This is an optimization exercise on Yosys and OpenROAD, whose aim is small area, not a production implementation. Only simulation tests tie the RTL to the original design; equivalence was not proved. No run shown here takes its clock network from TritonCTS; it comes from the design's own scripts or RTL. The clock port is modelled as an ideal driver, which makes a skipped or thinned clock tree look cheaper than it is; a real chip needs a root buffer or a tree. No activity file was given, so power comes from the tool's default toggle rates.

--- flow/config.mk ---
export PLATFORM = sky130hd
export DESIGN_NAME = top
export DESIGN_NICKNAME = top
export VERILOG_FILES = /design/flow/design.v
export SDC_FILE = /design/flow/constraint.sdc
export NUM_CORES = 8
export LEC_CHECK = 0
export CAP_MARGIN = 20
export CORE_MARGIN = 2
export CORE_UTILIZATION = 70
export SLEW_MARGIN = 20
--- flow/flow/params.sh ---
CTS_LEAF_SINKS=36
CTS_LEAF_CELL=sky130_fd_sc_hd__clkbuf_16
CTS_ROOT_CELL=sky130_fd_sc_hd__clkbuf_16
CTS_MAX_SLEW=0.12
--- flow/flow/own_synth.tcl ---
# Synthesis: the standard synthesis script (synth_recipe.tcl) with one
# change: abc maps the logic with flow/abc_own.script (a time-limited deep
# logic optimisation, &deepsyn, then area-oriented mapping, amap)
# instead of ORFS's speed script. Everything before and after
# abc (including the flip-flop mapping, flattening and renaming) is unchanged,
# so the flip-flops keep their names and cells.
proc synth {args} { yosys synth -nofsm -noshare {*}$args }
set ::own_abc_script [file join [file dirname [file normalize [info script]]] abc_own.script]
proc abc {args} {
  set i [lsearch -exact $args -script]
  if {$i >= 0} { set args [lreplace $args $i [expr {$i + 1}] -script $::own_abc_script] }
  yosys abc {*}$args
}
source $::env(SCRIPTS_DIR)/synth.tcl
# left out here: clear keep_hierarchy, flatten, clean up, hide names made inside functions, write 1_2_yosys.v
--- flow/design.v ---
`timescale 1ns/1ps
module top(input clk,sys_rst,
            input [15:0] din,
            output [15:0] dout,
            output dout_valid,
            output din_ack,
            output [15:0] imem_addr,
            input [31:0] imem_data,
            output halted
);
    localparam [1:0] S_INIT = 2'd0, S_EXEC = 2'd1, S_UPD = 2'd2, S_HALT = 2'd3;
    reg [4:0]  ph;
    reg [1:0]  st;
    reg        cp;         
    reg        jt;         
    reg        pcc;        
    reg        cf, zf, sf, vf;
    reg [15:0] pc;
    reg [15:0] T;          
    reg [15:0] sg;         
    reg [511:0] gq;        
    reg [255:0] dq;        
    wire [3:0] b    = ph[3:0];
    wire       half = ph[4];
    wire       b0   = (b == 4'd0);
    wire       b15  = (b == 4'd15);
    wire [4:0]  op   = imem_data[31:27];
    wire [4:0]  rdst = imem_data[26:22];
    wire [4:0]  rs1  = imem_data[21:17];
    wire        imm  = imem_data[16];
    wire [4:0]  rs2  = imem_data[15:11];
    wire [15:0] isrc = imem_data[15:0];
    wire exec = (st == S_EXEC);
    wire upd  = (st == S_UPD);
    wire init = (st == S_INIT);
    wire op_mul  = (op == 5'd4);
    wire op_add  = (op == 5'd2);
    wire op_sub  = (op == 5'd3);
    wire op_gdm  = (op == 5'd12);
    wire op_din  = (op == 5'd13);
    wire op_dout = (op == 5'd14);
    wire op_dgpr = (op == 5'd15);
    wire op_jmp  = (op[4:3] == 2'b10) | (op == 5'd24);
    wire op_halt = (op == 5'd25);
    wire writes  = (op <= 5'd11) | op_dgpr;
    wire dmw     = op_gdm | op_din;
    wire [15:0] ghead, gmid;
    wire [7:0]  dhead, dmid;
    genvar gi;
    generate
        for (gi = 0; gi < 16; gi = gi + 1) begin : gt
            assign ghead[gi] = gq[32*gi + 31];
            assign gmid[gi]  = gq[32*gi + 15];
        end
        for (gi = 0; gi < 8; gi = gi + 1) begin : dt
            assign dhead[gi] = dq[32*gi + 31];
            assign dmid[gi]  = dq[32*gi + 15];
        end
    endgenerate
    wire [31:0] gtap = {gmid, ghead};
    wire [15:0] dtap = {dmid, dhead};
    wire copyw  = ~cp;
    wire [4:0] sa = copyw ? (op_gdm ? rs1 : rs2) : (writes ? rs1 : rdst);
    wire a_bit = gtap[{sa[4] ^ half, sa[3:0]}];
    wire r_bit = a_bit;
    wire m_bit = dtap[{isrc[3] ^ half, isrc[2:0]}];
    wire i_bit = isrc[b];
    wire d_bit = din[b];
    wire bb    = T[0];
    wire ua    = imm ? T[0] : a_bit;
    wire final_w = ~copyw & (writes ? (half == rdst[4]) :
                             dmw    ? (half == isrc[3]) : 1'b1);
    wire mstep = exec & op_mul & final_w;
    wire clr   = exec & op_mul & copyw;
    wire y     = mstep & a_bit;
    wire [15:0] pp = {16{y}} & T;
    wire [16:0] mc;
    wire [15:0] ms;
    assign mc[0] = 1'b0;
    generate
        for (gi = 0; gi < 16; gi = gi + 1) begin : mfa
            assign ms[gi]   = sg[gi] ^ pp[gi] ^ mc[gi];
            assign mc[gi+1] = (sg[gi] & pp[gi]) | (sg[gi] & mc[gi]) | (pp[gi] & mc[gi]);
        end
    endgenerate
    wire [16:0] msum = {mc[16], ms};
    wire bx   = bb ^ op_sub;
    wire cin  = b0 ? op_sub : cf;
    wire sum  = a_bit ^ bx ^ cin;
    wire cout = (a_bit & bx) | (a_bit & cin) | (bx & cin);
    reg res;
    always @(*) begin
        case (op)
            5'd0:  res = sg[0];
            5'd1:  res = ua;
            5'd2:  res = sum;
            5'd3:  res = sum;
            5'd4:  res = msum[0];
            5'd5:  res = a_bit | bb;
            5'd6:  res = a_bit & bb;
            5'd7:  res = a_bit ^ bb;
            5'd8:  res = ~(a_bit ^ bb);
            5'd9:  res = ~(a_bit & bb);
            5'd10: res = ~(a_bit | bb);
            5'd11: res = ~ua;
            5'd15: res = m_bit;
            default: res = r_bit;
        endcase
    end
    reg jcond;
    always @(*) begin
        case (op)
            5'd16: jcond = 1'b1;
            5'd17: jcond = cf;
            5'd18: jcond = ~cf;
            5'd19: jcond = sf;
            5'd20: jcond = ~sf;
            5'd21: jcond = zf;
            5'd22: jcond = ~zf;
            5'd23: jcond = vf;
            5'd24: jcond = ~vf;
            default: jcond = 1'b0;
        endcase
    end
    wire gwe  = exec & final_w & writes;
    wire dwe  = exec & final_w & dmw;
    wire dbit = op_din ? d_bit : T[0];
    assign din_ack    = exec & final_w & op_din & b15;
    assign dout_valid = upd & b0 & op_dout;
    assign dout       = T;
    assign imem_addr  = pc;
    assign halted     = (st == S_HALT);
    integer i;
    always @(posedge clk) begin
        for (i = 0; i < 16; i = i + 1)
            gq[32*i +: 32] <= {gq[32*i +: 31],
                               (gwe && rdst[3:0] == i) ? res : gq[32*i + 31]};
        for (i = 0; i < 8; i = i + 1)
            dq[32*i +: 32] <= {dq[32*i +: 31],
                               (dwe && isrc[2:0] == i) ? dbit : dq[32*i + 31]};
    end
    always @(posedge clk)
        sg <= {mstep ? msum[16] : (clr ? 1'b0 : sg[0]), msum[15:1]};
    wire tshift = (exec & (copyw | (final_w & ~op[4] & ~op_mul & (op[3:1] != 3'b111)))) | (upd & jt);
    wire tin    = op[4] ? i_bit :
                  (op[3:2] == 2'b11) ? (op[1] ? m_bit : a_bit) :
                  (imm ? i_bit : a_bit);
    always @(posedge clk)
        if (tshift) T <= {tin, T[15:1]};
    wire pshift = (upd | init) & ~b15;
    wire pcy    = b0 ? pc[0] : pcc;
    wire nb     = init ? 1'b0 : (jt ? T[1] : (pc[1] ^ pcy));
    always @(posedge clk) begin
        pcc <= pcy & pc[1];
        if (pshift) pc[15:1] <= {nb, pc[15:2]};
        if ((upd | init) & b0) pc[0] <= init ? 1'b0 : (jt ? isrc[0] : ~pc[0]);
    end
    always @(posedge clk) begin
        if (sys_rst) begin
            ph <= 5'd0;
            st <= S_INIT;
            cp <= 1'b0;
            cf <= 1'b0;
            zf <= 1'b0;
            sf <= 1'b0;
            vf <= 1'b0;
        end else begin
            ph <= ph + 5'd1;
            case (st)
                S_INIT: if (b15) st <= S_EXEC;
                S_EXEC: begin
                    if (b0 & ~cp) jt <= jcond;
                    if (b0 & op_halt) st <= S_HALT;
                    else if (b15 & final_w) st <= S_UPD;
                    if (b15) cp <= 1'b1;
                    cf <= b15 ? (op_add & cout) : cout;
                    zf <= (b0 ? 1'b1 : zf) & ~res;
                    if (b15) begin
                        sf <= res;
                        vf <= (op_add | op_sub) & (cin ^ cout);
                    end
                end
                S_UPD: begin
                    if (b0 & op_mul) begin
                        zf <= zf & ~(|sg);
                        sf <= sg[15];
                    end
                    if (b15) begin
                        st <= S_EXEC;
                        cp <= 1'b0;
                    end
                end
                default: ;
            endcase
        end
    end
endmodule
--- flow/standard.sh ---
#!/bin/bash
# synth_recipe.tcl (not shown) runs the flow's synth.tcl, then flattens the netlist and writes it again
# the make line also repeats each setting of config.mk as NAME=value (left out here)
make -C /OpenROAD-flow-scripts/flow DESIGN_CONFIG=/design/flow/config.mk WORK_HOME=/design/flow/orfs CLKGATE_MAP_FILE= SYNTH_SCRIPT=/design/flow/synth_recipe.tcl "${@:-finish}"
--- flow/flow/cts.tcl ---
# Clock tree built by hand, in place of TritonCTS.
#
# The flip-flops are split by recursive bisection of their placed positions
# into groups; each group is driven by one leaf clock buffer (CTS_LEAF_CELL)
# at the group's centre, and one root buffer (CTS_ROOT_CELL), driven by the
# clock port, drives all leaf buffers. After legalisation, every leaf whose
# worst clock-pin slew (placement parasitics) is over CTS_MAX_SLEW ns is split
# in two, until none is. A few trials (group counts from about CTS_LEAF_SINKS
# sinks per group up, and bisection directions) are made from the same
# placement, and the one with the fewest leaves is kept.
# Then the usual post-CTS steps of ORFS's cts.tcl: repair timing, legalise,
# write 4_1_cts.odb and 4_cts.sdc.
set leaf_sinks $::env(CTS_LEAF_SINKS)
set leaf_cell $::env(CTS_LEAF_CELL)
set root_cell $::env(CTS_ROOT_CELL)
set max_slew $::env(CTS_MAX_SLEW)
source $::env(SCRIPTS_DIR)/load.tcl
erase_non_stage_variables cts
load_design 3_place.odb 3_place.sdc

set block [ord::get_db_block]
set clk_net [$block findNet clk]

proc mkinst { name cell } {
  set m [[ord::get_db] findMaster $cell]
  return [odb::dbInst_create [ord::get_db_block] $m $name]
}
proc mknet { name } {
  set n [odb::dbNet_create [ord::get_db_block] $name]
  $n setSigType CLOCK
  return $n
}

# split items ({x y ...}) into n groups of nearly equal size by recursive bisection
proc bisect { items n {w 1.0} } {
  if { $n <= 1 } { return [list $items] }
  set xs [lmap i $items { lindex $i 0 }]
  set ys [lmap i $items { lindex $i 1 }]
  set dx [expr {[tcl::mathfunc::max {*}$xs] - [tcl::mathfunc::min {*}$xs]}]
  set dy [expr {[tcl::mathfunc::max {*}$ys] - [tcl::mathfunc::min {*}$ys]}]
  set k [expr {$dx * $w >= $dy ? 0 : 1}]
  set sorted [lsort -integer -index $k $items]
  set n1 [expr {$n / 2}]
  set cut [expr {int(round(double([llength $items]) * $n1 / $n))}]
  return [concat [bisect [lrange $sorted 0 [expr {$cut - 1}]] $n1 $w] \
            [bisect [lrange $sorted $cut end] [expr {$n - $n1}] $w]]
}

proc centre { items } {
  set sx 0.0; set sy 0.0
  foreach i $items { set sx [expr {$sx + [lindex $i 0]}]; set sy [expr {$sy + [lindex $i 1]}] }
  set n [llength $items]
  return [list [expr {int($sx / $n)}] [expr {int($sy / $n)}]]
}

# place inst's centre near (x, y), on the site grid; detailed placement legalises it
proc put { inst x y } {
  set m [$inst getMaster]
  set x [expr {$x - [$m getWidth] / 2}]
  set y [expr {$y - [$m getHeight] / 2}]
  $inst setLocation [expr {($x / 460) * 460}] [expr {($y / 2720) * 2720}]
  $inst setPlacementStatus PLACED
}

# sinks: {x y iterm}
set sinks {}
foreach it [$clk_net getITerms] {
  set b [[$it getInst] getBBox]
  lappend sinks [list [expr {([$b xMin] + [$b xMax]) / 2}] [expr {([$b yMin] + [$b yMax]) / 2}] $it]
}
puts "own CTS: [llength $sinks] sinks on net clk"

set root [mkinst ctsroot $root_cell]
set root_net [mknet clknet_root]
[$root findITerm X] connect $root_net
[$root findITerm A] connect $clk_net

# leaf name -> group of sinks
set nleaves 0
proc make_leaf { group } {
  global nleaves leaf_cell root_net leaf_of
  set name "ctsleaf_$nleaves"
  set inst [mkinst $name $leaf_cell]
  set net [mknet "clknet_leaf_$nleaves"]
  [$inst findITerm X] connect $net
  [$inst findITerm A] connect $root_net
  foreach s $group {
    set it [lindex $s 2]
    $it disconnect
    $it connect $net
  }
  lassign [centre $group] cx cy
  put $inst $cx $cy
  set leaf_of($name) $group
  incr nleaves
}

# remove every leaf, reconnecting its sinks to the clock net
proc clear_leaves { } {
  global leaf_of nleaves clk_net
  set block [ord::get_db_block]
  foreach name [array names leaf_of] {
    set inst [$block findInst $name]
    set net [[$inst findITerm X] getNet]
    foreach s $leaf_of($name) {
      set it [lindex $s 2]
      $it disconnect
      $it connect $clk_net
    }
    [$inst findITerm A] disconnect
    [$inst findITerm X] disconnect
    odb::dbInst_destroy $inst
    odb::dbNet_destroy $net
  }
  array unset leaf_of
  set nleaves 0
}

proc leaf_slew { name } {
  set net [[ord::get_db_block] findNet [string map {ctsleaf_ clknet_leaf_} $name]]
  set worst 0.0
  foreach it [$net getITerms] {
    if {[$it isOutputSignal]} continue
    set pin [get_pins [[$it getInst] getName]/[[$it getMTerm] getName]]
    set worst [expr {max($worst, [get_property $pin slew_max_rise], [get_property $pin slew_max_fall])}]
  }
  return $worst
}

set_placement_padding -global \
  -left $::env(CELL_PAD_IN_SITES_DETAIL_PLACEMENT) \
  -right $::env(CELL_PAD_IN_SITES_DETAIL_PLACEMENT)
set_propagated_clock [all_clocks]
lassign [centre $sinks] cx cy
put $root $cx $cy

# the placement before any clock buffer, restored before each trial
set saved {}
foreach inst [$block getInsts] {
  if { [$inst isFixed] } continue
  lappend saved [list $inst {*}[$inst getLocation] [$inst getOrient]]
}
proc restore_placement { } {
  foreach s $::saved {
    lassign $s inst x y o
    $inst setOrient $o
    $inst setLocation $x $y
    $inst setPlacementStatus PLACED
  }
}

# one trial: n groups by bisection (split direction weighted by w), then every
# leaf whose slew is over max_slew is split in two until none is; returns the
# number of leaves
proc trial { n w } {
  global sinks leaf_of nleaves max_slew clk_net
  foreach g [bisect $sinks $n $w] { make_leaf $g }
  for {set round 0} {$round < 20} {incr round} {
    detailed_placement
    estimate_parasitics -placement
    set bad {}
    foreach name [lsort -dictionary [array names leaf_of]] {
      if { [leaf_slew $name] > $max_slew } { lappend bad $name }
    }
    if { [llength $bad] == 0 } break
    foreach name $bad {
      lassign [bisect $leaf_of($name) 2 $w] g1 g2
      set inst [[ord::get_db_block] findInst $name]
      foreach s $g2 {
        [lindex $s 2] disconnect
        [lindex $s 2] connect $clk_net
      }
      set leaf_of($name) $g1
      lassign [centre $g1] cx cy
      put $inst $cx $cy
      make_leaf $g2
    }
  }
  return [array size leaf_of]
}

# search: from about CTS_LEAF_SINKS sinks per leaf upwards in leaf count,
# a few split-direction weights; keep the trial with the fewest leaves
set n0 [expr {int(ceil(double([llength $sinks]) / $leaf_sinks))}]
set best {}
foreach n [list $n0 [expr {$n0 + 1}] [expr {$n0 + 2}] [expr {$n0 + 3}]] {
  foreach w {1.0 0.5 0.7 0.85 1.2 1.4 2.0} {
    set got [trial $n $w]
    puts "own CTS trial: $n groups, weight $w -> $got leaves"
    if { $best == {} || $got < [lindex $best 0] } { set best [list $got $n $w] }
    clear_leaves
    restore_placement
  }
}
lassign $best got n w
puts "own CTS: best trial $n groups, weight $w, $got leaves"
trial $n $w

foreach name [lsort -dictionary [array names leaf_of]] {
  puts [format "own CTS leaf %s: %d sinks, slew %.4f" $name [llength $leaf_of($name)] [leaf_slew $name]]
}
report_clock_skew

# Downsize logic cells that synthesis sized up: each combinational cell that is
# not a clock buffer and not a port buffer goes to the smallest drive strength
# of its kind; repair_design and repair_timing below size up again where needed.
set ndown 0
set lib_cells {}
foreach inst [$block getInsts] {
  set m [$inst getMaster]
  set mname [$m getName]
  if { ![regexp {^(sky130_fd_sc_hd__[a-z0-9]+)_([0-9]+)$} $mname -> base drive] } continue
  if { [string match *df* $base] || [string match *clk* $base] || [string match *dly* $base] } continue
  if { [string match *tap* $base] || [string match *fill* $base] || [string match *decap* $base] } continue
  if { [regexp {^(input|output)[0-9]+$} [$inst getName]] } continue
  set best ""
  foreach d {0 1} {
    set cand [[ord::get_db] findMaster ${base}_$d]
    if { $cand != "NULL" && [$cand getWidth] < [$m getWidth] } { set best $cand; break }
  }
  if { $best == "" } continue
  if { [lsearch -exact $::env(DONT_USE_CELLS) [$best getName]] >= 0 } continue
  replace_cell [$inst getName] [$best getName]
  incr ndown
}
puts "own CTS: downsized $ndown cells"
estimate_parasitics -placement
repair_design_helper
detailed_placement
estimate_parasitics -placement

repair_timing_helper
detailed_placement
check_placement -verbose
estimate_parasitics -placement
report_clock_skew
report_worst_slack -min
report_worst_slack -max

orfs_write_db $::env(RESULTS_DIR)/4_1_cts.odb
orfs_write_sdc $::env(RESULTS_DIR)/4_cts.sdc
--- flow/flow/run.sh ---
#!/bin/bash
# Own layout flow. It is the standard flow (floorplan, power grid, tap
# cells, placement, routing, finishing unchanged) except:
#  - synthesis maps the logic with an area-oriented abc script (flow/own_synth.tcl,
#    flow/abc_own.script)
#  - every port gets a buf_1 as its port buffer (BUFFER_PORTS_ARGS)
#  - the clock tree is built by flow/cts.tcl instead of TritonCTS: compact
#    groups of flip-flops, each driven by one leaf buffer, all leaf buffers
#    driven by one root buffer (see flow/cts.tcl); ORFS's post-CTS timing
#    repair still runs.
# Each tool's output goes to its own log: ORFS writes one log per step under
# orfs/logs/, and make's output for each part goes to flow_*.log here.
set -euo pipefail
cd "$(dirname "$0")/.."
source flow/params.sh
export BUFFER_PORTS_ARGS="-buffer_cell sky130_fd_sc_hd__buf_1"
export CTS_LEAF_SINKS CTS_LEAF_CELL CTS_ROOT_CELL CTS_MAX_SLEW
bash standard.sh synth SYNTH_SCRIPT="$PWD/flow/own_synth.tcl" > flow_synth.log 2>&1
bash standard.sh place > flow_place.log 2>&1
bash standard.sh run RUN_SCRIPT="$PWD/flow/cts.tcl" RUN_LOG_NAME_STEM=4_1_cts > flow_cts.log 2>&1
bash standard.sh finish > flow_finish.log 2>&1
--- flow/flow/abc_own.script ---
strash
&get -n
&deepsyn -T 120
&put
dch -f
amap -m -C 2000 -F 2 -A 8
--- flow/constraint.sdc ---
create_clock -name core_clock -period 15.0 [get_ports {clk}]
set_input_delay 3.0000 -clock core_clock [delete_from_list [all_inputs] [get_ports {clk}]]
set_output_delay 3.0000 -clock core_clock [all_outputs]
set_load 0.01 [all_outputs]
==> results.cfg, run 1 <==
[outcome]
status = complete, no violations

[global_route]
grtUsageTotal = 0.2526
grt_pass1_wl_um = 54480
overflow = 0
antenna_found_initial = 3
grt_pass1_vias = 9136
grt_max_degree = 35

[timing]
setup_violations = 0
rsz0062_at_grt = false
worstMarginPinSlew_ns = 0.9508
min_period_ns = 13.18
hold_ws_ns = 0.3293
skew_ns = 0.01719
max_slew_margin = 0.3645
max_freq_ghz = 0.07588
post-route-period-util = 0.8786
hold_viol_final = 0
fin_setup_tns_ns = 0
finalMaxSlewViolations = 0

[worst_setup_path]
worstPathRequired_ns = 15.55
worstPathMaxFanout = 14
setup.worst_path.class = input port to register
cp_slowest_cell = o32ai_1
max_stage_delay_ns = 0.65
worstPathArrival_ns = 13.73
end_kind = register
path_common_cell = fa_1
startpoint_type = input port

[detailed_routing]
top_layer = met5
via_count = 8843
dr.pass1.iters = 5
ant_nets = 0
routed_wl_um = 36310
initialDrtViolationCount = 929
via_per_inst = 5.321
dr_wl_met2_um = 17690
wire_per_inst_um = 21.85
drc = 0
wl_met3_um = 1781
met1_length_um = 15810

[yosys]
synth.avg_cell_area_um2 = 15.90
yosys-top-cells-count = dfxtp_1, nor2_1, clkinv_1, a21oi_1, edfxtp_1
ys_top_cells_by_area = dfxtp_1, edfxtp_1, nor2_1
synthArstFlopShare = 0
synth_cells = 1209
synth_most_common_cell = dfxtp_1
ys_types = 35
ys_seq_area_frac = 0.8815
yosys_warnings = 1
syn_nets = 1281
synth-seq-cells = 830
synth_edf_count = 33
yosysTopAreaCell = dfxtp_1
yosysTopAreaCellShare = 0.8299
ys.flop_type = dfxtp_1
synth_area_mm2 = 0.01922

[cells_and_area]
finalNetCount = 1395
drive_above_1_share = 0.02044
syn_to_final_growth_pct = 7.283
n_antenna_cell = 0
final_cells = 1662
fill_cells = 1402

[clock_tree]
hold_buffers = 0
path_clk_slew_ns = 0.12
ctsResizeCount = 0
insertion_delay_ns = 0.60
cts_setup_buffers = 0

[die]
die_y_um = 169.7
pin_count = 85
start_util = 0.7133
dieWidth_um = 169.7
die_area_mm2 = 0.02880
core_mm2 = 0.02695
fp-row-count = 60

[power_and_ir_drop]
powerDensity_mw_per_mm2 = 153.7
peakVddDrop_uv = 160.1
power_switching_mw = 0.6253
leakage_nw = 7.976
p_sw_frac = 0.1973
intPower_mw = 2.544
clock_power_share = 0.282
pwr-share-seq = 0.700
comb_power_share = 0.018

[job]
cap_violations = 0

[placement]
placement.io_buffers = 84
gp_congestion = 0.8440
dp_hpwl_um = 23340
post-place-cells = 1636

[min_path]
hp-class = register to register
[kinds of logic after synthesis]
group,Yosys count,share of synthesized area
flops,830,0.8815
simple gates,182,0.04165
compound gates,116,0.04458
buf+inv,59,0.01172
fa+ha+maj,22,0.02057
[final timing paths]
kind / cells past startpoint / from / slack, ns / endpoint
worst min register to register: 0 / gq[293]$_DFF_P_ / 0.33 / gq[294]$_DFF_P_
worst min-delay path: 0 / gq[293]$_DFF_P_ / 0.33 / gq[294]$_DFF_P_
worst max register to register: 33 / cp$_SDFFE_PP0P_ / 4.55 / sg[14]$_DFF_P_
worst max-delay path: 37 / imem_data[28] / 1.82 / sg[14]$_DFF_P_
[state kept, by name (all words and copies together) (netlist names)]
name / count
cf: 1
jt: 1
pcc: 1
vf: 1
zf: 1
sf: 1
sg: 16
cp: 1
gq: 512
dq: 256
st: 2
ph: 5
T: 16
pc: 16
[power by group through the flow]
stage / logic [mW] / registers [mW] / clock network (mW)
after floorplan: 0.0297 / 2.27 / 0
after global placement: 0.0535 / 2.27 / 0
after detailed placement: 0.0542 / 2.27 / 0
after global routing: 0.0608 / 2.22 / 0.965
final: 0.0561 / 2.22 / 0.893
[metrics by stage]
stage          power [mW]  setup slack (ns)  utilization  area [um^2]
2_1_floorplan       2.299             2.807            -        19220
3_3_place_gp        2.323             1.494       0.7419        20000
3_5_place_dp        2.324             1.344       0.7419        20000
5_1_grt             3.247             1.198       0.7653        20620
6_report            3.169             1.822       0.7653        20620
[worst max-delay path: cells and delay by family]
kind	cells	cell delay, ns
AO/OA/AOI/OAI	5	1.83
adder cells (fa/ha/maj)	16	5.87
buffers and inverters	10	1.54
AND/OR/NAND/NOR	6	1.47
[routing by layer]
metal / up-vias / GRT usage
li1: 4172 / -
met1: 4275 / 0.3469
met2: 324 / 0.4426
met3: 70 / 0.02076
met4: 2 / 0.06169
met5: - / 0
[placed cells by master, fill, tap and decap left out, drive strengths merged, types with 3 or more instances in the layout]
cell type and n:
o221a 6, or2 5, nor2 100, a31oi 3, a221oi 7, clkinv 58
nor3 8, a211oi 3, clkbuf 26, fa 16, dfxtp 797, buf 87
a222oi 18, o21ai 12, nand3 8, and3 3, o22ai 10, nand2 27
a21oi 33, ha 6, nor4 10, o32ai 4, o32a 9, or3 4
edfxtp 33, nor2b 15
[cell type report]
type | instances | area (um^2) | share of cell area
Buffer | 26 | 650.6 | 0.03155
Inverter | 58 | 217.7 | 0.01056
Multi-Input combinational cell | 320 | 2057 | 0.09973
Sequential cell | 830 | 16950 | 0.8216
Tap cell | 341 | 426.7 | 0.02069
Timing Repair Buffer | 87 | 326.6 | 0.01583
==> run 2: changes to the inputs <==
--- a/flow/config.mk
+++ b/flow/config.mk
@@ -9,3 +9,3 @@
 export CORE_MARGIN = 2
-export CORE_UTILIZATION = 70
+export CORE_UTILIZATION = 65
 export SLEW_MARGIN = 20
==> results.cfg, run 2 <==
[yosys]
yosys_warnings = 1
yosysTopAreaCellShare = 0.8299
synth-seq-cells = 830
syn_nets = 1281
yosys-top-cells-count = dfxtp_1, nor2_1, clkinv_1, a21oi_1, edfxtp_1
synth_area_mm2 = 0.01922
yosysTopAreaCell = dfxtp_1
ys.flop_type = dfxtp_1
synth_most_common_cell = dfxtp_1
synth.avg_cell_area_um2 = 15.90
synthArstFlopShare = 0
ys_top_cells_by_area = dfxtp_1, edfxtp_1, nor2_1
synth_cells = 1209
synth_edf_count = 33
ys_seq_area_frac = 0.8815
ys_types = 35

[power_and_ir_drop]
p_sw_frac = 0.1942
intPower_mw = 2.543
finalPower_mw = 3.156
power_switching_mw = 0.6129
leakage_nw = 7.975
pwr-share-seq = 0.703
comb_power_share = 0.017
peakVddDrop_uv = 185.4
clock_power_share = 0.280
powerDensity_mw_per_mm2 = 152.6

[worst_setup_path]
worstPathRequired_ns = 15.55
worstPathArrival_ns = 13.80
end_kind = register
worstPathMaxFanout = 14
path_common_cell = fa_1
critical_path_buf_inv_count = 9
max_stage_delay_ns = 0.56
setup.worst_path.class = input port to register
startpoint_type = input port
path_delay_family = adder cells
cp_slowest_cell = o32ai_1

[timing]
max_freq_ghz = 0.07547
max_slew_margin = 0.3121
setup_violations = 0
worstMarginPinSlew_ns = 1.029
finalMaxSlewViolations = 0
min_period_ns = 13.25
setup_slack_ns = 1.751
skew_ns = 0.01745
rsz0062_at_grt = false
hold_viol_final = 0
fin_setup_tns_ns = 0
post-route-period-util = 0.8833

[cells_and_area]
largest_register_ffs = 512
finalNetCount = 1394
final_area_mm2 = 0.02068
drive_above_1_share = 0.02045
syn_to_final_growth_pct = 7.556
fin_util = 0.7146
layout_common_cells = dfxtp_1, nor2_1, buf_1
final_common_cell = dfxtp_1
reg_top3 = gq: 512 flops, dq: 256 flops
top_register = gq

[die]
die_y_um = 176.0
pin_count = 85
fp-row-count = 62
dieWidth_um = 176.0
die_area_mm2 = 0.03097
core_mm2 = 0.02894
start_util = 0.6644

[outcome]
status = complete, no violations

[min_path]
hp-class = register to register

[detailed_routing]
via_count = 8601
initialDrtViolationCount = 842
ant_nets = 0
routed_wl_um = 34810
drc = 0
dr.pass1.iters = 5
via_per_inst = 5.045
wire_per_inst_um = 20.41

[global_route]
antenna_found_initial = 2
grtUsageTotal = 0.2278
overflow = 0
grt_pass1_wl_um = 53100
grt_pass1_vias = 8948
grt_max_degree = 35

[job]
cap_violations = 0

[placement]
dp_hpwl_um = 22540
place_worst_setup_slack_ns = 1.143
gp_congestion = 0.8884
placed_area_mm2 = 0.02004
placement.io_buffers = 84

[clock_tree]
hold_buffers = 0
ctsResizeCount = 0
cts_setup_buffers = 0
path_clk_slew_ns = 0.12
insertion_delay_ns = 0.59
run 2: cell types whose count changed in the layout (fill, tap and decap cells not counted), sizes merged:
cell   delta
diode     +1
buf       -1
run 2: worst paths after layout:
check                  startpoint              end  slack, ns  cells past startpoint
setup / recovery    imem_data[28]   sg[14]$_DFF_P_       1.75                     36
setup reg to reg  cp$_SDFFE_PP0P_   sg[14]$_DFF_P_       4.59                     33
hold / removal    gq[245]$_DFF_P_  gq[246]$_DFF_P_       0.33                      0
hold reg to reg   gq[245]$_DFF_P_  gq[246]$_DFF_P_       0.33                      0
run 2: worst register-to-register path, delay by kind of cell, from the launching register on:
family / cells / cell delay [ns]
compound gates: 4 / 1.55
fa+ha+maj: 16 / 5.91
buf+inv: 8 / 1.13
flops: 1 / 0.44
simple gates: 5 / 1.32
run 2: final cells by class:
type                            instances  area, um^2
Sequential cell                       830       16950
Fill cell                            1693        8258
Multi-Input combinational cell        320        2057
Buffer                                 26       650.6
Tap cell                              384       480.5
Timing Repair Buffer                   86       322.8
Inverter                               58       217.7
Antenna cell                            1       2.502
run 2: power by group through the flow:
stage | clock (mW) | combinational, mW | sequential (mW)
5_1_grt | 0.957 | 0.0598 | 2.22
3_5_place_dp | 0 | 0.0531 | 2.27
6_report | 0.883 | 0.0540 | 2.22
2_1_floorplan | 0 | 0.0297 | 2.27
3_3_place_gp | 0 | 0.0534 | 2.27
run 2: through the flow:
stage / instances / hold slack [ns]
2_1_floorplan: 1209 / 0.3096
3_3_place_gp: 1678 / 0.3095
3_5_place_dp: 1678 / 0.3121
5_1_grt: 1704 / 0.3363
6_report: 1705 / 0.3263
run 2: kinds of logic (layout without fill, tap and decap cells):
| kind of cell | Yosys count | in the layout | share of synthesized area |
|---|---|---|---|
| adders and majority gates | 22 | 22 | 0.02057 |
| and+or+nand+nor | 182 | 182 | 0.04165 |
| AOI/OAI and AO/OA | 116 | 116 | 0.04458 |
| other | 0 | 1 | 0 |
| DFF | 830 | 830 | 0.8815 |
| buffers and inverters | 59 | 170 | 0.01172 |
run 2: metal layers:
metal	vias to the layer above	GRT usage	share of wire
met4	4	0.03306	0.019
met3	45	0.03144	0.049
met5	-	0	0.00066
met2	244	0.3948	0.48
met1	4138	0.3172	0.45
li1	4170	-	-
==> run 3: changes to the inputs <==
--- a/flow/flow/run.sh
+++ b/flow/flow/run.sh
@@ -16,3 +16,3 @@
 export BUFFER_PORTS_ARGS="-buffer_cell sky130_fd_sc_hd__buf_1"
-export CTS_LEAF_SINKS CTS_LEAF_CELL CTS_ROOT_CELL CTS_MAX_SLEW
+export CTS_LEAF_SINKS CTS_LEAF_CELL CTS_UPSIZE_CELL CTS_ROOT_CELL CTS_MAX_SLEW
 bash standard.sh synth SYNTH_SCRIPT="$PWD/flow/own_synth.tcl" > flow_synth.log 2>&1
==> flow/flow/abc_own.script (replaced) <==
strash
&get -n
&deepsyn -T 120
&put
dch -f
amap -m -C 4000 -F 4 -A 16
--- a/flow/flow/cts.tcl
+++ b/flow/flow/cts.tcl
@@ -6,8 +6,10 @@
 # clock port, drives all leaf buffers. After legalisation, every leaf whose
-# worst clock-pin slew (placement parasitics) is over CTS_MAX_SLEW ns is split
-# in two, until none is. A few trials (group counts from about CTS_LEAF_SINKS
-# sinks per group up, and bisection directions) are made from the same
-# placement, and the one with the fewest leaves is kept.
-# Then the usual post-CTS steps of ORFS's cts.tcl: repair timing, legalise,
-# write 4_1_cts.odb and 4_cts.sdc.
+# worst clock-pin slew (placement parasitics) is over CTS_MAX_SLEW ns is sized
+# up to CTS_UPSIZE_CELL, or split in two if it already is that cell, until
+# none is. Several trials (group counts around one group per CTS_LEAF_SINKS
+# flip-flops, and bisection directions) are made from the same placement, and
+# the one with the least leaf-buffer area is kept. Then logic cells that
+# synthesis sized up are sized down, and the usual post-CTS steps of ORFS's
+# cts.tcl follow: repair design and timing, legalise, write 4_1_cts.odb and
+# 4_cts.sdc.
 set leaf_sinks $::env(CTS_LEAF_SINKS)
@@ -16,2 +18,3 @@
 set max_slew $::env(CTS_MAX_SLEW)
+set ::upsize_cell $::env(CTS_UPSIZE_CELL)
 source $::env(SCRIPTS_DIR)/load.tcl
@@ -166,4 +169,9 @@
     foreach name $bad {
+      set inst [[ord::get_db_block] findInst $name]
+      # a leaf smaller than the upsize cell is first sized up instead of split
+      if { [[$inst getMaster] getName] != $::upsize_cell } {
+        $inst swapMaster [[ord::get_db] findMaster $::upsize_cell]
+        continue
+      }
       lassign [bisect $leaf_of($name) 2 $w] g1 g2
-      set inst [[ord::get_db_block] findInst $name]
       foreach s $g2 {
@@ -178,3 +186,8 @@
   }
-  return [array size leaf_of]
+  # the leaves' cell area, in site units
+  set area 0
+  foreach name [array names leaf_of] {
+    set area [expr {$area + [[[[ord::get_db_block] findInst $name] getMaster] getWidth]}]
+  }
+  return $area
 }
@@ -182,9 +195,9 @@
 # search: from about CTS_LEAF_SINKS sinks per leaf upwards in leaf count,
-# a few split-direction weights; keep the trial with the fewest leaves
+# a few split-direction weights; keep the trial with the least leaf area
 set n0 [expr {int(ceil(double([llength $sinks]) / $leaf_sinks))}]
 set best {}
-foreach n [list $n0 [expr {$n0 + 1}] [expr {$n0 + 2}] [expr {$n0 + 3}]] {
+foreach n [list [expr {$n0 - 2}] [expr {$n0 - 1}] $n0 [expr {$n0 + 1}] [expr {$n0 + 2}] [expr {$n0 + 3}] [expr {$n0 + 4}]] {
   foreach w {1.0 0.5 0.7 0.85 1.2 1.4 2.0} {
     set got [trial $n $w]
-    puts "own CTS trial: $n groups, weight $w -> $got leaves"
+    puts "own CTS trial: $n groups, weight $w -> [array size leaf_of] leaves, width $got"
     if { $best == {} || $got < [lindex $best 0] } { set best [list $got $n $w] }
@@ -195,3 +208,3 @@
 lassign $best got n w
-puts "own CTS: best trial $n groups, weight $w, $got leaves"
+puts "own CTS: best trial $n groups, weight $w, leaf width $got"
 trial $n $w
==> flow/flow/params.sh (replaced) <==
CTS_LEAF_SINKS=22
CTS_LEAF_CELL=sky130_fd_sc_hd__clkbuf_8
CTS_UPSIZE_CELL=sky130_fd_sc_hd__clkbuf_16
CTS_ROOT_CELL=sky130_fd_sc_hd__clkbuf_16
CTS_MAX_SLEW=0.12
--- a/flow/config.mk
+++ b/flow/config.mk
@@ -9,3 +9,3 @@
 export CORE_MARGIN = 2
-export CORE_UTILIZATION = 65
+export CORE_UTILIZATION = 60
 export SLEW_MARGIN = 20
==> results.cfg, run 3 <==
[clock_tree]
cts_setup_buffers = 0
ctsResizeCount = 0
path_clk_slew_ns = 0.11
hold_buffers = 0
insertion_delay_ns = 0.59

[yosys]
synth_edf_count = 33
synth.avg_cell_area_um2 = 15.93
synth-seq-cells = 830
yosys_warnings = 1
yosysTopAreaCell = dfxtp_1
syn_nets = 1279
yosysTopAreaCellShare = 0.8300
ys_top_cells_by_area = dfxtp_1, edfxtp_1, nor2_1
synth_most_common_cell = dfxtp_1
synthArstFlopShare = 0
synth_cells = 1207
yosys-top-cells-count = dfxtp_1, nor2_1, clkinv_1, a21oi_1, edfxtp_1
synth_area_mm2 = 0.01922
ys_types = 38
ys_seq_area_frac = 0.8816
ys.flop_type = dfxtp_1

[global_route]
overflow = 0
grt_pass1_wl_um = 44180
busiest_layer = met2
grtUsageTotal = 0.1692
grt_util_met2 = 0.2639
grt_pass1_vias = 8265
grtUsageMet3 = 0.01350
grt_max_degree = 40
grt_use_met1 = 0.2605
antenna_found_initial = 0

[worst_setup_path]
cp_slowest_cell = o21ai_0
worstPathArrival_ns = 13.25
worstPathRequired_ns = 15.52
startpoint_type = input port
setup.worst_path.class = input port to register
worstPathMaxFanout = 14
path_common_cell = fa_1
max_stage_delay_ns = 0.50
end_kind = register

[detailed_routing]
ant_nets = 0
via_per_inst = 4.828
routed_wl_um = 28460
wire_per_inst_um = 16.39
initialDrtViolationCount = 419
via_count = 8382
drc = 0
dr.pass1.iters = 7

[die]
start_util = 0.6092
die_area_mm2 = 0.03349
dieWidth_um = 183.0
pin_count = 85
core_mm2 = 0.03156
fp-row-count = 65
die_y_um = 183.0

[placement]
placement.io_buffers = 84
dp_hpwl_um = 20110
gp_congestion = 0.8749

[outcome]
status = complete, no violations

[power_and_ir_drop]
finalPower_mw = 3.086
p_sw_frac = 0.1918
powerDensity_mw_per_mm2 = 149.5
comb_power_share = 0.017
power_switching_mw = 0.5919
intPower_mw = 2.494
peakVddDrop_uv = 118.0
clock_power_share = 0.264
leakage_nw = 7.942
pwr-share-seq = 0.719

[cells_and_area]
largest_register_ffs = 512
final_common_cell = dfxtp_1
syn_to_final_growth_pct = 7.388
layout_common_cells = dfxtp_1, nor2_1, buf_1
reg_top3 = gq: 512 flops, dq: 256 flops
drive_above_1_share = 0.03001
top_register = gq
fill_cells = 2239
finalNetCount = 1407

[job]
cap_violations = 0

[min_path]
hp-class = register to register

[timing]
post-route-period-util = 0.8488
finalMaxSlewViolations = 0
max_freq_ghz = 0.07854
rsz0062_at_grt = false
setup_violations = 0
fin_setup_tns_ns = 0
hold_viol_final = 0
worstMarginPinSlew_ns = 0.9383
min_period_ns = 12.73
skew_ns = 0.02631
max_slew_margin = 0.3745
-- run 3: stage by stage --
| step | utilization | area, um^2 | std cells | hold WS (ns) | setup WS, ns |
|---|---|---|---|---|---|
| 6_report | 0.6542 | 20640 | 1736 | 0.3029 | 2.268 |
| 5_1_grt | 0.6541 | 20640 | 1735 | 0.3055 | 1.607 |
| 3_5_place_dp | 0.6359 | 20070 | 1695 | 0.3121 | 1.833 |
| 3_3_place_gp | 0.6356 | 20060 | 1694 | 0.3097 | 2.163 |
| 2_1_floorplan | - | 19220 | 1207 | 0.3096 | 3.165 |
-- run 3: routing by layer --
layer / part of all wire / vias to the layer above
met4: 0.023 / 0
met1: 0.51 / 3962
met3: 0.038 / 48
met5: 0 / -
met2: 0.43 / 181
li1: - / 4191
-- run 3: kinds of logic (layout without fill, tap and decap cells) --
kind of cell / count (synthesis) / after routing / synth area share
simple gates: 169 / 169 / 0.03847
fa+ha+maj: 22 / 22 / 0.02057
other cells: 0 / 1 / 0
flops: 830 / 830 / 0.8816
buf+inv: 62 / 188 / 0.01230
compound gates: 124 / 124 / 0.04706
-- run 3: final cells by class --
cell class	instances	area (um^2)	area share
buffer	40	595.6	0.02885
sequential	830	16950	0.8210
inverter	61	229.0	0.01109
timing repair buffer	87	326.6	0.01582
tap	402	503.0	0.02437
antenna	1	2.502	0.0001212
multi-input combinational	315	2039	0.09880
-- run 3: worst paths after layout --
kind                                 startpoint         endpoint  slack (ns)  depth (start not counted)
worst max-delay path              imem_data[28]   sg[14]$_DFF_P_        2.27                         39
worst min-delay path            gq[217]$_DFF_P_  gq[218]$_DFF_P_        0.30                          0
worst max register to register  cp$_SDFFE_PP0P_   sg[14]$_DFF_P_        5.11                         36
worst min register to register  gq[217]$_DFF_P_  gq[218]$_DFF_P_        0.30                          0
-- run 3: worst max-delay path: cells and delay by family --
family	cells	cell delay, ns
compound gates	6	1.42
fa+ha+maj	16	5.83
buf+inv	9	1.24
simple gates	8	1.76
-- run 3: power groups by stage --
stage                     Clock (mW)  Combinational [mW]  Sequential (mW)
final                          0.814              0.0527             2.22
after detailed placement           0              0.0530             2.27
after global placement             0              0.0533             2.27
after global routing           0.917              0.0579             2.22
after floorplan                    0              0.0294             2.27
==> run 4: changes to the inputs <==
--- a/flow/config.mk
+++ b/flow/config.mk
@@ -9,3 +9,3 @@
 export CORE_MARGIN = 2
-export CORE_UTILIZATION = 60
+export CORE_UTILIZATION = 68
 export SLEW_MARGIN = 20
==> results.cfg, run 4 <==
[placement]
gp_congestion = 0.9313
post-place-cells = 1671
placed_area_mm2 = 0.02003
placement.io_buffers = 84
dp_hpwl_um = 21390

[clock_tree]
cts_setup_buffers = 0
ctsResizeCount = 0
insertion_delay_ns = 0.60
hold_buffers = 0
path_clk_slew_ns = 0.11

[yosys]
synth_xor_area_frac = 0
synthMuxAreaShare = 0
yosysTopAreaCellShare = 0.8300
ys.flop_type = dfxtp_1
synth-seq-cells = 830
synth_compound_area_frac = 0.04706
ys_seq_area_frac = 0.8816
ys_top_cells_by_area = dfxtp_1, edfxtp_1, nor2_1
synth-simple-area-share = 0.03847
synth_cells = 1207
yosysTopAreaCell = dfxtp_1
ys_types = 38
synth_top_family_by_area = compound AO/OA/AOI/OAI gates
synth.avg_cell_area_um2 = 15.93
synth_edf_count = 33
syn_nets = 1279
synth_area_mm2 = 0.01922
synthArstFlopShare = 0
synth_fa_ha_area_frac = 0.02057
synth_most_common_cell = dfxtp_1
yosys-top-cells-count = dfxtp_1, nor2_1, clkinv_1, a21oi_1, edfxtp_1
yosys_warnings = 1

[power_and_ir_drop]
power_switching_mw = 0.5968
peakVddDrop_uv = 124.3
powerDensity_mw_per_mm2 = 149.8
intPower_mw = 2.488
p_sw_frac = 0.1935
clock_power_share = 0.264
leakage_nw = 7.938
pwr-share-seq = 0.719
comb_power_share = 0.017

[timing]
rsz0062_at_grt = false
worstMarginPinSlew_ns = 0.8732
finalMaxSlewViolations = 0
post-route-period-util = 0.8574
max_freq_ghz = 0.07776
max_slew_margin = 0.4178
setup_violations = 0
hold_viol_final = 0
fin_setup_tns_ns = 0
min_period_ns = 12.86
skew_ns = 0.02829

[die]
start_util = 0.6919
die_y_um = 172.1
core_mm2 = 0.02778
die_area_mm2 = 0.02963
dieWidth_um = 172.1
pin_count = 85
fp-row-count = 61

[global_route]
busiest_layer = met2
grt_pass1_vias = 8533
grt_util_met2 = 0.3450
grtUsageTotal = 0.2072
grt_pass1_wl_um = 46390
overflow = 0
grt_max_degree = 40
antenna_found_initial = 0
grt_use_met1 = 0.2884
grtUsageMet3 = 0.02312

[worst_setup_path]
reg2reg_slack_ns = 4.94
cp_slowest_cell = o21ai_0
r2r_cells = 36
rr_endpoint = sg[14]$_DFF_P_
r2r_start = cp$_SDFFE_PP0P_
max_stage_delay_ns = 0.51
worstPathArrival_ns = 13.39
startpoint_type = input port
worstPathMaxFanout = 14
crit_start = imem_data[28]
path_common_cell = fa_1
critical_path.endpoint = sg[14]$_DFF_P_
end_kind = register
worstPathRequired_ns = 15.53
setup.worst_path.class = input port to register

[detailed_routing]
initialDrtViolationCount = 548
wire_per_inst_um = 17.85
routed_wl_um = 30540
via_per_inst = 4.983
ant_nets = 0
via_count = 8526
dr.pass1.iters = 6
drc = 0

[cells_and_area]
reg_top3 = gq: 512 flops, dq: 256 flops
layout_common_cells = dfxtp_1, nor2_1, buf_1
syn_to_final_growth_pct = 7.173
final_cells = 1711
final_area_mm2 = 0.02060
fill_cells = 1629
largest_register_ffs = 512
drive_above_1_share = 0.03076
finalNetCount = 1407
top_register = gq
final_common_cell = dfxtp_1
n_antenna_cell = 0

[min_path]
hp-class = register to register

[outcome]
status = complete, no violations

[job]
cap_violations = 0
## run 4: cell counts after synthesis
No cell type changed its count.
## run 4: layer usage
layer	vias up	part of all wire
li1	4187	-
met1	4046	0.46
met2	224	0.46
met3	69	0.042
met4	0	0.035
met5	-	0
## run 4: logic make-up after synthesis
logic type | count (synthesis)
buffers and inverters | 62
flip-flops | 830
adder cells (fa/ha/maj) | 22
AO/OA/AOI/OAI | 124
AND/OR/NAND/NOR | 169
## run 4: power groups by stage
stage	clock network, mW	logic (mW)	registers [mW]
finish	0.813	0.0525	2.22
floorplan	0	0.0294	2.27
global route	0.894	0.0577	2.22
global placement	0	0.0513	2.27
detailed placement	0	0.0515	2.27
## run 4: cell type report
| class | count | area, um^2 | area share |
|---|---|---|---|
| Multi-Input combinational cell | 315 | 2042 | 0.09912 |
| Buffer | 40 | 584.3 | 0.02836 |
| Tap cell | 378 | 473.0 | 0.02296 |
| Inverter | 61 | 229.0 | 0.01111 |
| Timing Repair Buffer | 87 | 326.6 | 0.01585 |
| Sequential cell | 830 | 16950 | 0.8226 |
## run 4: how the worst min path moves through the flow
stage                     depth (start not counted)  slack (ns)         endpoint       startpoint
after detailed placement                          0        0.31  gq[127]$_DFF_P_  gq[126]$_DFF_P_
after global routing                              0        0.31  gq[207]$_DFF_P_  gq[206]$_DFF_P_
after global placement                            0        0.31  gq[253]$_DFF_P_  gq[252]$_DFF_P_
final                                             0        0.31  gq[207]$_DFF_P_  gq[206]$_DFF_P_
after floorplan                                   0        0.31  dq[100]$_DFF_P_   dq[99]$_DFF_P_
## run 4: per-stage QoR
stage          total power [mW]  setup slack, ns  hold WS, ns    util
6_report                  3.085            2.139       0.3129  0.7415
3_5_place_dp              2.321            1.815       0.3121  0.7211
3_3_place_gp              2.321            2.124       0.3096  0.7211
2_1_floorplan             2.299            3.165       0.3096       -
5_1_grt                   3.172            1.505       0.3053  0.7415
## run 4: critical path, delay by kind of cell
family                     cells  cell delay [ns]
AOI/OAI and AO/OA              7             1.70
buffers and inverters          9             1.22
and+or+nand+nor                7             1.64
adders and majority gates     16             5.86
==> run 5: changes to the inputs <==
--- a/flow/config.mk
+++ b/flow/config.mk
@@ -9,3 +9,3 @@
 export CORE_MARGIN = 2
-export CORE_UTILIZATION = 68
+export CORE_UTILIZATION = 65
 export SLEW_MARGIN = 20
==> results.cfg, run 5 <==
[timing]
setup_slack_ns = 2.287
min_period_ns = 12.71
hold_viol_final = 0
finalMaxSlewViolations = 0
max_slew_margin = 0.3632
post-route-period-util = 0.8475
fin_setup_tns_ns = 0
max_freq_ghz = 0.07866
rsz0062_at_grt = false
worstMarginPinSlew_ns = 0.9552
skew_ns = 0.03759
setup_violations = 0

[cells_and_area]
drive_above_1_share = 0.03223
finalNetCount = 1408
top_register = gq
syn_to_final_growth_pct = 7.303
largest_register_ffs = 512
final_area_mm2 = 0.02063
layout_common_cells = dfxtp_1, nor2_1, buf_1
reg_top3 = gq: 512 flops, dq: 256 flops
final_common_cell = dfxtp_1
final_cells = 1720

[yosys]
syn_nets = 1279
synth.avg_cell_area_um2 = 15.93
synth_most_common_cell = dfxtp_1
synth-seq-cells = 830
yosysTopAreaCellShare = 0.8300
ys_types = 38
synthArstFlopShare = 0
yosys-top-cells-count = dfxtp_1, nor2_1, clkinv_1, a21oi_1, edfxtp_1
synth_cells = 1207
ys_seq_area_frac = 0.8816
ys.flop_type = dfxtp_1
yosys_warnings = 1
synth_edf_count = 33
yosysTopAreaCell = dfxtp_1
synth_area_mm2 = 0.01922
ys_top_cells_by_area = dfxtp_1, edfxtp_1, nor2_1

[power_and_ir_drop]
powerDensity_mw_per_mm2 = 150.0
leakage_nw = 7.946
peakVddDrop_uv = 132.4

[placement]
post-place-cells = 1676
place_worst_setup_slack_ns = 1.959
placed_area_mm2 = 0.02004
dp_hpwl_um = 20720
gp_congestion = 0.8873
placement.io_buffers = 84

[global_route]
grt_pass1_vias = 8357
grt_pass1_wl_um = 45870
grt_max_degree = 42
antenna_found_initial = 0
grtUsageTotal = 0.1914
overflow = 0

[clock_tree]
ctsResizeCount = 0
path_clk_slew_ns = 0.12
hold_buffers = 0
insertion_delay_ns = 0.60
cts_setup_buffers = 0

[detailed_routing]
wire_per_inst_um = 17.32
drc = 0
routed_wl_um = 29790
ant_nets = 0
via_per_inst = 4.933
initialDrtViolationCount = 621
dr.pass1.iters = 6
via_count = 8485

[die]
die_area_mm2 = 0.03096
start_util = 0.6643
dieWidth_um = 176.0
fp-row-count = 62
die_y_um = 176.0
core_mm2 = 0.02894
pin_count = 85

[worst_setup_path]
critical_path_buf_inv_count = 9
path_common_cell = fa_1
setup.worst_path.class = input port to register
worstPathRequired_ns = 15.52
end_kind = register
startpoint_type = input port
cp_slowest_cell = o21ai_0
worstPathArrival_ns = 13.23
max_stage_delay_ns = 0.48
path_delay_family = adder cells
worstPathMaxFanout = 14

[outcome]
status = complete, no violations

[min_path]
hp-class = register to register

[job]
cap_violations = 0
[run 5: cell counts after synthesis]
No cell type changed its count.
[run 5: logic make-up (layout without fill, tap and decap cells)]
group	Yosys count	after routing	share of synthesized area
other	0	2	0
DFF	830	830	0.8816
adders and majority gates	22	22	0.02057
buffers and inverters	62	189	0.01230
AOI/OAI and AO/OA	124	124	0.04706
and+or+nand+nor	169	169	0.03847
[run 5: worst reg2reg max path, delay by kind of cell (launching register included)]
kind	cells	cell delay [ns]
DFF	1	0.42
buffers and inverters	8	1.02
adders and majority gates	16	5.80
and+or+nand+nor	6	1.49
AOI/OAI and AO/OA	6	1.06
[run 5: area by class of cell]
type | instances | area [um^2]
repair buffers | 86 | 322.8
inverters | 61 | 229.0
diodes | 2 | 5.005
well taps | 384 | 480.5
fillers | 1753 | 8309
flip-flops and latches | 830 | 16950
multi-input cells | 315 | 2042
plain buffers | 42 | 600.6
[run 5: final timing paths]
path	from	end	slack, ns	cells past startpoint
worst max-delay path	imem_data[28]	sg[14]$_DFF_P_	2.29	39
worst min-delay path	gq[507]$_DFF_P_	gq[508]$_DFF_P_	0.33	0
worst max register to register	cp$_SDFFE_PP0P_	sg[14]$_DFF_P_	5.16	36
worst min register to register	gq[507]$_DFF_P_	gq[508]$_DFF_P_	0.33	0
[run 5: layer usage]
layer | part of all wire | up-vias | wire [um] | GRT usage
li1 | - | 4183 | - | -
met1 | 0.49 | 4014 | 14520 | 0.2874
met2 | 0.44 | 232 | 13230 | 0.3022
met3 | 0.045 | 56 | 1345 | 0.02089
met4 | 0.023 | 0 | 699 | 0.05028
met5 | 0 | - | 0 | 0
[run 5: power breakdown]
part           switching [mW]  internal [mW]  leakage (nW)
Combinational          0.0364         0.0157         0.866
Sequential            0.00191           2.22          6.77
Clock                   0.561          0.261         0.312
[run 5: through the flow]
stage	util	hold WS (ns)	power, mW
2_1_floorplan	-	0.3096	2.299
3_3_place_gp	0.6923	0.3097	2.322
3_5_place_dp	0.6924	0.3121	2.322
5_1_grt	0.7127	0.3343	3.191
6_report	0.7128	0.3261	3.093

[re-timing with driven ports]
The flow's constraints put no driver on any port. The routed layouts listed below were extracted and timed again, unchanged, in two steps.
Step 1, drivers: a clkbuf_16 drives clk and a buf_2 each remaining input, both assumed.
Step 2, shift: input delay + t, output delay - t, t = (earliest + latest rising clock arrival at the registers) / 2. This alone moves slack from input paths to output paths.
a / b / c = ideal ports / drivers / drivers and shift; a / b = the first two.
run	t, ns	slack for setup (ns)	latest minus earliest clock arrival (ns)
run 1	0.635	1.822 / 1.846 / 1.212	0.020 / 0.019
run 2	0.631	1.751 / 1.775 / 1.145	0.018 / 0.019
run 3	0.615	2.268 / 2.280 / 1.664	0.029 / 0.029
run 4	0.631	2.139 / 2.152 / 1.521	0.032 / 0.032
run 5	0.627	2.287 / 2.296 / 1.669	0.040 / 0.040
After both steps setup and hold are still met in every run listed.
